Source: an optimization exercise on an open RTL-to-GDS flow (aim: small area, a short achievable clock period and few clock cycles per item). Production flows keep margins and buffers that such runs may drop. At most, simulation tests tie the RTL to the original design; equivalence was not proved. Power is estimated from default activity; no workload was simulated.

Setup of exp/umber:
Design top_fsm, start of the top module:
module top_fsm(
        input clk,
        input rst_n,
        input        ram_in_we,
        input [4 :0] ram_in_addr_wr,
        input [7 :0] ram_in_data_wr,
        input [3 :0] ram_out_addr_rd,
        output [15:0] ram_out_data_rd,
        input opmode_in,
        output reg done_out
);
export LEC_CHECK = 0
export CAP_MARGIN = 20
export CORE_MARGIN = 2
export CORE_UTILIZATION = 65
export CTS_CLUSTER_DIAMETER = 100
export CTS_CLUSTER_SIZE = 30
export SETUP_SLACK_MARGIN = 2.2
export SLEW_MARGIN = 20
export SYNTH_HIERARCHICAL = 1
export SYNTH_MINIMUM_KEEP_SIZE = 0
export TNS_END_PERCENT = 5
create_clock -name core_clock -period 4.5 [get_ports {clk}]
run.sh (not shown) runs the stock make flow with config.mk's settings and CLKGATE_MAP_FILE= SYNTH_SCRIPT=/design/flow/synth_recipe.tcl, a recipe that flattens the netlist after the stock synthesis.
Testbench counts of exp/umber, summed over its fixed seeds: cycles 384, transfers 192.
diff inputs: exp/umber => exp/xenon
- PLACE_DENSITY newly set to 0.85
- TNS_END_PERCENT removed (was 5)
[summary]
The post-placement cell area of exp/umber and that of exp/xenon are within noise of each other.
exp/xenon ended with more layout clock buffer count than exp/umber.
The run showing the smaller final critical-path share of the clock period is exp/xenon.
The area added between synthesis and finish in exp/xenon sits 3.4 points above the value recorded for exp/umber.
Routed wire length on exp/xenon is up relative to exp/umber.
Looking at critical-path cell with the highest stage delay, the nand4_1 result is from exp/umber; the and2b_2 one comes from exp/xenon.
Summary of the comparison: final cell count is higher in exp/xenon, relative to exp/umber.
#### Input delta (exp/indigo over exp/xenon)
- a change of SETUP_SLACK_MARGIN from 2.2 to 1.4
- a deleted PLACE_DENSITY that had been 0.85
Results
- Higher pin slew with the least headroom to its limit goes to exp/indigo over exp/xenon.
- What exp/xenon reported for via count has to be multiplied by 0.948 to get the figure for exp/indigo.
- exp/indigo against exp/xenon: final setup slack of the worst path increased 18 ps, power essentially unchanged.
### exp/indigo -> exp/harbor
- SETUP_SLACK_MARGIN: 1.4 -> 3.0
==> comparison <==
- Summary: post-route clock skew, exp/harbor better than exp/indigo
- exp/harbor packs its core more tightly than exp/indigo.
- Of the two values seen for capturing instance or port of the critical path, ram_out_data_rd[5] was produced by exp/indigo and ram_out_data_rd[12] by exp/harbor.
- Number of cells in the design after placement is higher on exp/indigo
- exp/harbor reports a lower part of the power in registers than exp/indigo does.
- exp/harbor completed; timing, DRC and antenna clean
- In the metrics for exp/harbor and exp/indigo, the one carrying the lower count of buffer and inverter cells on the critical path is exp/harbor.
- The worst-case headroom to the max-slew limit number comes out higher for exp/harbor vs exp/indigo.
- exp/harbor vs exp/indigo: count of plain and timing-repair buffers in the layout up in exp/harbor
What exp/maple does differently from exp/harbor at the input level:
- swapping 20 for 0 in CAP_MARGIN
- swapping 20 for 0 in SLEW_MARGIN
- swapping 3.0 for 2.2 in SETUP_SLACK_MARGIN
==> comparison <==
- Status | exp/maple and exp/harbor | clean
- Of exp/maple and exp/harbor, it is exp/maple that has the lower routed wire length.
- Per the comparison of exp/maple with exp/harbor, total non-filler cell area in the finished layout fell by 3.3%, slew at the pin with the worst max-slew slack rose 39 ps, routability congestion estimate now smaller, highest attainable clock frequency higher, post-route fraction of the period consumed by the critical path shrank by 0.80 points.
- Of the two values seen for critical-path cell with the highest stage delay, nand4_1 was produced by exp/maple and and2b_2 by exp/harbor.
- Diff exp/harbor -> exp/maple | global routing usage on met3 | increase of 1.1 points
- Comparing worst hold slack for exp/maple and exp/harbor, the smaller number came from exp/maple.
- Of exp/maple and exp/harbor, it is exp/maple that has the lower synthesis-to-finish area growth.
Input changes introduced in exp/garnet (baseline for comparison: exp/maple):
- swapping 0 for 20 in CAP_MARGIN
- swapping 0 for 20 in SLEW_MARGIN
==> comparison <==
Sequential cell area came out exactly the same in exp/maple and exp/garnet.
exp/garnet -> exp/maple: row count flat
As far as overall power consumption goes, exp/garnet and exp/maple are indistinguishable; the numbers are identical.
Compared with exp/maple, in exp/garnet number of placed cells counting well taps closely matched the old numbers, utilization closely matched the old numbers.

Setup of job 3422:
top_fsm, a different RTL version from the one above (not shown whole).
Size: roughly 800 cells after synthesis, ~510 flip-flops, ~0.017 mm2 of cells after synthesis.
==> flow/design.v (excerpt) <==
module top_fsm(
        input clk,
        input rst_n,
        input        ram_in_we,
        input [4 :0] ram_in_addr_wr,
        input [7 :0] ram_in_data_wr,
        input [3 :0] ram_out_addr_rd,
        output [15:0] ram_out_data_rd,
        input opmode_in,
        output reg done_out
);
    reg [7:0]  ram_in  [0:31];
    reg [15:0] ram_out [0:15];
    reg        busy;
    always @(posedge clk) begin
        if (ram_in_we)
            ram_in[ram_in_addr_wr] <= ram_in_data_wr;
    end
    integer k;
    always @(posedge clk) begin
        if (opmode_in)
            for (k = 0; k < 16; k = k + 1)
                ram_out[k] <= {ram_in[2*k], ram_in[2*k+1]};
    end
    wire [3:0] rd_lo, rd_hi;
    rd_pre u_rd_lo (.a(ram_out_addr_rd[1:0]), .p(rd_lo));
    rd_pre u_rd_hi (.a(ram_out_addr_rd[3:2]), .p(rd_hi));
    wire [15:0] rd_sel_c [0:1];
    genvar c, w;
    generate
        for (c = 0; c < 2; c = c + 1) begin : rd_copy
            for (w = 0; w < 16; w = w + 1) begin : line
                rd_and2 u_and (.a(rd_lo[w%4]), .b(rd_hi[w/4]), .y(rd_sel_c[c][w]));
            end
        end
    endgenerate
    genvar b, g;
    generate
  ...
make LEC_CHECK=0 CAP_MARGIN=20 CORE_MARGIN=2 CORE_UTILIZATION=65 CTS_CLUSTER_DIAMETER=100 CTS_CLUSTER_SIZE=30 GPL_ROUTABILITY_DRIVEN=0 SETUP_SLACK_MARGIN=2.2 SLEW_MARGIN=20 SYNTH_HIERARCHICAL=1 SYNTH_MINIMUM_KEEP_SIZE=0 finish   # period 4.5 ns
Job 3422 completed every stage of the flow, and the final layout passed the timing, design-rule and antenna checks.
Edits applied to the flow inputs when going from job 3422 to job 2763:
--- a/flow/config.mk
+++ b/flow/config.mk
@@ -13 +12,0 @@
-export GPL_ROUTABILITY_DRIVEN = 0
[summary]
- The total net switching power of job 3422 and that of job 2763 are within noise of each other.
- Comparing job 3422 against job 2763, there is no change at all in final worst-path setup slack.
- Fraction of the cycle the final worst path needs came out exactly the same in job 2763 and job 3422.
Changes in job 3898 relative to job 2763:
--- a/flow/config.mk
+++ b/flow/config.mk
@@ -10,0 +11 @@
+export CTS_BUF_LIST = sky130_fd_sc_hd__clkbuf_8 sky130_fd_sc_hd__clkbuf_16
==> run notes <==
- Going from job 2763 to job 3898, fraction of area in clock buffers and inverters comparable, final setup slack of the worst path saw a decrease, switching power total essentially unchanged.
- In terms of proportion of total power due to net switching, job 3898 and job 2763 differ only marginally.
No run of this note included a check of the RTL's function; only the layout flow was run.

[afterwards: timing with drivers on the ports]
Ports are ideal in the flow. The routed layouts listed here were re-timed in OpenROAD. Step 1 sets driving cells, clkbuf_16 on the clock port and buf_2 on the other inputs (assumed; they add their load-dependent delay and slew). Step 2, shift: input delay + t, output delay - t, t = (earliest + latest rising clock arrival at the registers) / 2. This alone moves slack from input paths to output paths. Slacks: no drivers / after step 1 / after step 2; pairs: no drivers / after step 1.
run	t (ns)	slack for setup (ns)	worst data-port slew with drivers (ns)
exp/umber	0.583	1.018 / 0.967 / 0.967	0.07
exp/xenon	0.582	1.196 / 1.144 / 1.144	0.10
exp/indigo	0.580	1.214 / 1.138 / 1.114	0.07
exp/harbor	0.571	1.185 / 1.131 / 1.131	0.15
exp/maple	0.577	1.221 / 1.181 / 1.181	0.09
exp/garnet	0.577	1.221 / 1.181 / 1.181	0.09
job 3422	0.580	1.298 / 1.258 / 1.258	0.05
job 2763	0.580	1.298 / 1.258 / 1.258	0.05
job 3898	0.580	1.276 / 1.236 / 1.236	0.05
After both steps every run listed still meets setup and hold. The setup slack of exp/indigo, which loses most, moves by -0.076 ns with the drivers and by -0.100 ns with both steps.
